What follows belongs to an exercise in optimizing a design on an open flow for small area, a short achievable clock period and few clock cycles per item; a production flow would make more cautious choices.
Where RTL was checked, it was by simulation tests only, not by an equivalence proof against the original.

## seq_multiplier
module seq_multiplier #(parameter N = 32) (
    input  logic clk, rst_n, start,
    input  logic [N-1:0] a, b,
    output logic [(2*N)-1:0] prod,
    output logic ready
);
Size: roughly 110 flip-flops, ~130 I/O pins, ~11000 sq um of cells after synthesis.
export LEC_CHECK = 0
export CAP_MARGIN = 20
export CORE_MARGIN = 2
export CORE_UTILIZATION = 40
export CTS_BUF_LIST = sky130_fd_sc_hd__clkbuf_4 sky130_fd_sc_hd__clkbuf_8
export SETUP_SLACK_MARGIN = 0.4
export SLEW_MARGIN = 20
create_clock -name core_clock -period 4.5 [get_ports {clk}]
standard.sh (not shown) runs the stock make flow with config.mk's settings and CLKGATE_MAP_FILE= SYNTH_SCRIPT=/design/flow/synth_recipe.tcl, a recipe that flattens the netlist after the stock synthesis.
==> flow/flow/run.sh <==
#!/bin/bash
# The standard layout, with the port buffers made of the smallest buffer
# cell instead of the default delay buffer.
set -euo pipefail
export BUFFER_PORTS_ARGS="-buffer_cell sky130_fd_sc_hd__buf_1"
bash standard.sh > standard_flow.log 2>&1
Testbench counts at the start, summed over its fixed seeds: cycles 10,280, items 2,400.
Next try:
CTS_BUF_LIST = unset   (was sky130_fd_sc_hd__clkbuf_4 sky130_fd_sc_hd__clkbuf_8)
SETUP_SLACK_MARGIN = 0.25   (was 0.4)
=> Worst setup slack gets worse by 0.16 ns; via count is about the same; critical path depth grows by 4; first-iteration DRC count shrinks by a few percent; wire length hardly moves; sequential cell count does not change; sequential share of layout area rose by 0.22 points; fmax came out lower by a few percent; worst hold slack gets better by 0.056 ns.
Next try:
==> flow/run.sh (new file) <==
#!/bin/bash
# synth_recipe.tcl (not shown) runs the flow's synth.tcl, then flattens the netlist and writes it again
# the make line also repeats each setting of config.mk as NAME=value (left out here)
make -C /OpenROAD-flow-scripts/flow DESIGN_CONFIG=/design/flow/config.mk WORK_HOME=/design/flow/orfs CLKGATE_MAP_FILE= SYNTH_SCRIPT=/design/flow/synth_recipe.tcl finish
SETUP_SLACK_MARGIN = 0.4   (was 0.25)
removed: flow/flow/run.sh
removed: flow/standard.sh
The changed run went through all stages and came out clean.
Clock-buffer cell count climbs by 2.
Routed wire length grows by 7.4%.
Sequential cell count stays the same.
Next try:
==> flow/flow/run.sh (new file) <==
#!/bin/bash
# The standard layout, with the port buffers made of the smallest buffer
# cell instead of the default delay buffer.
set -euo pipefail
export BUFFER_PORTS_ARGS="-buffer_cell sky130_fd_sc_hd__buf_1"
bash standard.sh > standard_flow.log 2>&1
==> flow/standard.sh (new file) <==
#!/bin/bash
# synth_recipe.tcl (not shown) runs the flow's synth.tcl, then flattens the netlist and writes it again
# the make line also repeats each setting of config.mk as NAME=value (left out here)
make -C /OpenROAD-flow-scripts/flow DESIGN_CONFIG=/design/flow/config.mk WORK_HOME=/design/flow/orfs CLKGATE_MAP_FILE= SYNTH_SCRIPT=/design/flow/synth_recipe.tcl "${@:-finish}"
removed: flow/run.sh
The new run finished clean. Die area stays the same. Global-route usage went down by 1.7 points.
Next try:
CTS_BUF_LIST = sky130_fd_sc_hd__clkbuf_8   (was unset)
After rerunning: Global-route usage is about the same; synthesized area does not change; worst hold slack degrades by 0.052 ns.
Next try:
CORE_UTILIZATION = 55   (was 40)
CTS_BUF_LIST = unset   (was sky130_fd_sc_hd__clkbuf_8)
SETUP_SLACK_MARGIN = 0.3   (was 0.4)
What happened: Clock skew falls by 0.010 ns; wire length falls by 4.4%; flip-flop and latch count stays the same; die area falls by 27%; design area falls by 1.6%; critical path depth is unchanged; global-route usage rises by 8.2 points.

Another version of the RTL of seq_multiplier (not shown whole).
Size: about 1200 cells after synthesis.
Settings: LEC_CHECK=0, CAP_MARGIN=20, CORE_MARGIN=2, CORE_UTILIZATION=40, SETUP_SLACK_MARGIN=0.5, SLEW_MARGIN=20; clock period 4.5 ns.
==> flow/flow/run.sh <==
#!/bin/bash
# The standard layout, with the port buffers made of the smallest buffer
# cell instead of the default delay buffer.
set -euo pipefail
export BUFFER_PORTS_ARGS="-buffer_cell sky130_fd_sc_hd__buf_1"
bash standard.sh > standard_flow.log 2>&1
Testbench counts at the start, summed over its fixed seeds: cycles 10,280, items 2,400.
Change:
--- a/flow/config.mk
+++ b/flow/config.mk
@@ -8,5 +8,4 @@
 export CAP_MARGIN = 20
 export CORE_MARGIN = 2
-export CORE_UTILIZATION = 40
-export SETUP_SLACK_MARGIN = 0.5
+export CORE_UTILIZATION = 60
 export SLEW_MARGIN = 20
Synthesized area stays the same.
Die area falls by about 33%.
Cell count went down by 10%.
Maximum frequency falls by about 9%.
Synthesized cell count is unchanged.
Register-to-register slack got worse by 0.39 ns.
Non-clock buffer count shrinks by 24.
Clock skew is lower by 0.0036 ns.
Worst hold slack degrades by 0.015 ns.
Count of clock-buffer cells in the layout stays the same.

== job 103 ==
Another version of the RTL of seq_multiplier (not shown whole).
Size in the first run: ~10000 sq um of cells after synthesis.
clock: 4.5 ns
lec_check: 0
cap_margin: 20
core_margin: 2
core_utilization: 40
setup_slack_margin: 0.4
slew_margin: 20
Scripts as last shown in full above: flow/flow/run.sh
Job 103: full flow OK, the timing, DRC and antenna checks passed
Testbench counts of job 103, summed over its fixed seeds: cycles 10,280, items 2,400.
### job 103 -> job 105
# job 103
export LEC_CHECK = 0
export CAP_MARGIN = 20
export CORE_MARGIN = 2
export CORE_UTILIZATION = 40
export SETUP_SLACK_MARGIN = 0.4
export SLEW_MARGIN = 20
create_clock -name core_clock -period 4.5 [get_ports {clk}]
# job 105
export LEC_CHECK = 0
export CAP_MARGIN = 20
export CORE_MARGIN = 2
export CORE_UTILIZATION = 45
export SETUP_SLACK_MARGIN = 0.3
export SLEW_MARGIN = 20
create_clock -name core_clock -period 4.5 [get_ports {clk}]
Findings:
In the metrics for job 105 and job 103, the one carrying the lower DRC marker count from the first detailed-route iteration is job 105.
The final reports for job 105 and job 103 show x dimension of the die lower in the former.
Diff job 103 -> job 105: clock latency of the later-clocked register in the worst-skew pair held; count of clock-buffer cells in the layout moved down.
Taking job 103 as the reference point, the initial core utilization of job 105 rises by 5.6 points.

Another version of the RTL of seq_multiplier (not shown whole).
For scale: ~110 flip-flops, roughly 13,000 µm² of cells after synthesis.
// seq_multiplier
module seq_multiplier #(parameter N = 32) (
    input  logic clk, rst_n, start,
    input  logic [N-1:0] a, b,
    output logic [(2*N)-1:0] prod,
    output logic ready
);
export LEC_CHECK = 0
export CAP_MARGIN = 20
export CORE_MARGIN = 2
export CORE_UTILIZATION = 40
export SLEW_MARGIN = 20
create_clock -name core_clock -period 4.5 [get_ports {clk}]
Scripts as last shown in full above: flow/flow/run.sh
The baseline ran to the end with violations: setup timing.
Change:
==> flow/run.sh (new file) <==
#!/bin/bash
# synth_recipe.tcl (not shown) runs the flow's synth.tcl, then flattens the netlist and writes it again
# the make line also repeats each setting of config.mk as NAME=value (left out here)
make -C /OpenROAD-flow-scripts/flow DESIGN_CONFIG=/design/flow/config.mk WORK_HOME=/design/flow/orfs CLKGATE_MAP_FILE= SYNTH_SCRIPT=/design/flow/synth_recipe.tcl finish
removed: flow/flow/run.sh
removed: flow/standard.sh
The changed run reached the layout checks and failed them: setup timing. Cell count increases by about 5%. Via count grows by about 2%. Routed wire length went up by about 1.2%. Cell area rose by 11%. Worst setup slack improves by 0.094 ns. First-iteration DRC count rose by about 2.3%. Critical path depth is unchanged. Die area is unchanged. Register-to-register slack gets worse by 0.09 ns.
Function was not checked in any run of this note: the RTL went through the layout flow alone.

The RTL this note starts from:
==> flow/design.v <==
module seq_multiplier #(parameter N = 32) (
    input  logic clk, rst_n, start,
    input  logic [N-1:0] a, b,
    output logic [(2*N)-1:0] prod,
    output logic ready
);
    logic [63:0] r;
    logic [31:0] mcand;
    logic [1:0]  dlt;        
    logic [2:0]  top;        
    logic [2:0]  cnt;        
    logic        busy;
    logic        one0, two0, neg0, one1, two1, neg1;
    function automatic logic [5:0] benc(input logic [3:0] n, input logic l);
        benc = {n[2] ^ n[1],
                (n[3] & ~n[2] & ~n[1]) | (~n[3] & n[2] & n[1]),
                n[3],
                n[0] ^ l,
                (n[1] & ~n[0] & ~l) | (~n[1] & n[0] & l),
                n[1]};
    endfunction
    logic [7:0] fa, fb;      
    logic [7:0] ta, tb;      
    logic [7:0] ha, hb;      
    always_comb begin
        for (int i = 0; i < 8; i++) begin
            fa[i] = |a[4*i +: 4];
            fb[i] = |b[4*i +: 4];
        end
        ta[7] = fa[7];
        tb[7] = fb[7];
        for (int i = 6; i >= 0; i--) begin
            ta[i] = ta[i+1] | fa[i];
            tb[i] = tb[i+1] | fb[i];
        end
        ha = ta & ~{1'b0, ta[7:1]};
        hb = tb & ~{1'b0, tb[7:1]};
    end
    logic [2:0] pa, pb;
    logic [3:0] na, nb;
    logic       la, lb;
    always_comb begin
        pa = '0; pb = '0;
        na = '0; nb = '0;
        la = 1'b0; lb = 1'b0;
        for (int i = 0; i < 8; i++) begin
            pa = pa | ({3{ha[i]}} & 3'(i));
            pb = pb | ({3{hb[i]}} & 3'(i));
            na = na | ({4{ha[i]}} & a[4*i +: 4]);
            nb = nb | ({4{hb[i]}} & b[4*i +: 4]);
            if (i > 0) begin
                la = la | (ha[i] & a[4*i - 1]);
                lb = lb | (hb[i] & b[4*i - 1]);
            end
        end
    end
    logic       swap;        
    assign swap = |(tb & ~ta);
    logic [5:0] enc_a, enc_b;
    assign enc_a = benc(na, la);
    assign enc_b = benc(nb, lb);
    logic [3:0] nn;
    logic       nl;
    always_comb begin
        nn = '0;
        nl = 1'b0;
        for (int i = 1; i < 8; i++)
            if (top == 3'(i)) begin
                nn = r[28 + 4*i +: 4];
                nl = r[27 + 4*i];
            end
        if (cnt == 3'd1) nl = 1'b0;
    end
    logic [33:0] row0, row1;
    always_comb begin
        for (int k = 0; k < 33; k++) begin
            row0[k] = ((one0 & (k < 32 ? mcand[k] : 1'b0)) |
                       (two0 & (k > 0 ? mcand[k-1] : 1'b0))) ^ neg0;
            row1[k] = ((one1 & (k < 32 ? mcand[k] : 1'b0)) |
                       (two1 & (k > 0 ? mcand[k-1] : 1'b0))) ^ neg1;
        end
        row0[33] = neg0;
        row1[33] = neg1;
    end
    logic [37:0] u0, u1, u2, cs_s, cs_c, w;
    assign u0   = {{4{neg0}}, row0};
    assign u1   = {{2{neg1}}, row1, 1'b0, neg0};
    assign u2   = {2'b0, r[31:0], 1'b0, neg1, 2'b0};
    assign cs_s = u0 ^ u1 ^ u2;
    assign cs_c = ((u0 & u1) | (u0 & u2) | (u1 & u2)) << 1;
    logic [37:0] kg [0:6];
    logic [37:0] kp [0:6];
    always_comb begin
        kg[0] = cs_s & cs_c;
        kp[0] = cs_s ^ cs_c;
        for (int l = 0; l < 6; l++)
            for (int i = 0; i < 38; i++)
                if (i >= (1 << l)) begin
                    kg[l+1][i] = kg[l][i] | (kp[l][i] & kg[l][i - (1 << l)]);
                    kp[l+1][i] = kp[l][i] & kp[l][i - (1 << l)];
                end else begin
                    kg[l+1][i] = kg[l][i];
                    kp[l+1][i] = kp[l][i];
                end
    end
    assign w = kp[0] ^ {kg[6][36:0], 1'b0};
    logic [27:0] up_sum;
    logic [31:0] hm;
    always_comb begin
        hm = {up_sum, r[35:32]};
        for (int i = 0; i < 8; i++)
            if (top == 3'(i)) hm[4*i +: 4] = 4'b0;
    end
    logic [27:0] up_nxt;
    assign up_nxt = hm[27:0];
    always_ff @(posedge clk or negedge rst_n) begin
        if (!rst_n) begin
            busy  <= 1'b0;
            ready <= 1'b0;
        end else if (start) begin
            busy  <= ta[0] & tb[0];
            ready <= ~(ta[0] & tb[0]);
        end else if (busy && cnt == 0) begin
            busy  <= 1'b0;
            ready <= 1'b1;
        end
    end
    always_ff @(posedge clk) begin
        if (start) begin
            mcand <= swap ? b : a;
            r     <= swap ? {a, b & {32{na[3]}}} : {b, a & {32{nb[3]}}};
            dlt   <= 2'b00;
            top   <= swap ? pa : pb;
            cnt   <= swap ? pa : pb;
            {one1, two1, neg1, one0, two0, neg0} <= swap ? enc_a : enc_b;
        end else if (busy) begin
            r     <= {up_nxt, w[35:0]};
            dlt   <= w[37:36];
            cnt   <= cnt - 1'b1;
            {one1, two1, neg1, one0, two0, neg0} <= benc(nn, nl);
        end
    end
    logic [27:0] oa [0:5];   
    logic [27:0] oz [0:5];   
    always_comb begin
        oa[0] = {r[62:36], 1'b1};
        oz[0] = {~r[62:36], 1'b1};
        for (int l = 0; l < 5; l++)
            for (int i = 0; i < 28; i++)
                if (i >= (1 << l)) begin
                    oa[l+1][i] = oa[l][i] & oa[l][i - (1 << l)];
                    oz[l+1][i] = oz[l][i] & oz[l][i - (1 << l)];
                end else begin
                    oa[l+1][i] = oa[l][i];
                    oz[l+1][i] = oz[l][i];
                end
    end
    assign up_sum = r[63:36] ^ (({28{dlt == 2'b01}} & oa[5]) |
                                ({28{dlt == 2'b11}} & oz[5]));
    assign prod   = {up_sum, r[35:0]};
endmodule
export LEC_CHECK = 0
export CAP_MARGIN = 20
export CORE_MARGIN = 2
export CORE_UTILIZATION = 40
export GPL_TIMING_DRIVEN = 0
export SLEW_MARGIN = 20
create_clock -name core_clock -period 4.5 [get_ports {clk}]
==> flow/flow/run.sh <==
#!/bin/bash
# The standard layout, with the port buffers made of the smallest buffer
# cell instead of the default delay buffer.
set -euo pipefail
export BUFFER_PORTS_ARGS="-buffer_cell sky130_fd_sc_hd__buf_1"
bash standard.sh > standard_flow.log 2>&1
The first run produced a clean layout.
Testbench counts at the start, summed over its fixed seeds: cycles 10,280, items 2,400.
==> next run, changes <==
--- a/flow/config.mk
+++ b/flow/config.mk
@@ -9,4 +9,3 @@
 export CORE_MARGIN = 2
 export CORE_UTILIZATION = 40
-export GPL_TIMING_DRIVEN = 0
 export SLEW_MARGIN = 20
Result:
- The new run finished clean
- final area went down by 1.4%
- clock skew barely changes
- critical path depth went down by 5
- via count went down by 3.5%
==> next run, changes <==
--- a/flow/config.mk
+++ b/flow/config.mk
@@ -9,3 +9,4 @@
 export CORE_MARGIN = 2
 export CORE_UTILIZATION = 40
+export SETUP_SLACK_MARGIN = 0.25
 export SLEW_MARGIN = 20
What happened: The changed run passed the timing, DRC and antenna checks; routed wire length came out lower by 0.59%; via count came out lower by 0.57%; worst setup slack improved by 210 ps; clock-buffer cell count stays the same; utilization came out lower by 0.22 points; die area stays the same.

[what the ideal ports hide]
In the flow no input, the clock included, has a driving cell. The finished layouts below were timed again as built, in two steps. Step 1 sets driving cells, clkbuf_16 on the clock port and buf_2 on the other inputs (assumed; they add their load-dependent delay and slew). Step 2 moves the port delays by t, midway between the first and last clock arrival at a register: inputs arrive t later, outputs are due t later. That takes back most of the time a late clock gives input paths. Three values: ideal, step 1, step 2; two values: the first two.
run | t (ns) | slack for setup (ns) | worst slew at a driven data input, ns
the first run of note 1 | 0.449 | 0.503 / 0.457 / 0.339 | 0.07
the second run of note 1 | 0.411 | 0.341 / 0.319 / 0.009 | 0.09
the third run of note 1 | 0.415 | 0.409 / 0.409 / 0.283 | 0.05
the fourth run of note 1 | 0.410 | 0.540 / 0.492 / 0.330 | 0.07
the fifth run of note 1 | 0.452 | 0.499 / 0.453 / 0.259 | 0.07
the sixth run of note 1 | 0.404 | 0.373 / 0.382 / -0.008 | 0.07
the first run of note 2 | 0.413 | 0.577 / 0.542 / 0.146 | 0.09
the second run of note 2 | 0.411 | 0.209 / 0.209 / 0.209 | 0.06
job 103 | 0.410 | 0.166 / 0.120 / 0.233 | 0.07
job 105 | 0.425 | 0.197 / 0.148 / 0.268 | 0.05
the first run of note 4 | 0.415 | -0.114 / -0.161 / 0.237 | 0.05
the second run of note 4 | 0.414 | -0.020 / -0.070 / -0.146 | 0.06
the first run of note 5 | 0.423 | 0.108 / 0.108 / -0.139 | 0.08
the second run of note 5 | 0.412 | 0.200 / 0.150 / 0.193 | 0.04
the third run of note 5 | 0.424 | 0.414 / 0.363 / 0.342 | 0.07
With both steps, setup timing fails in the sixth run of note 1 and the first run of note 5, where it was met with ideal ports. The setup slack of the first run of note 2, which loses most, moves by -0.035 ns with the drivers and by -0.431 ns with both steps.
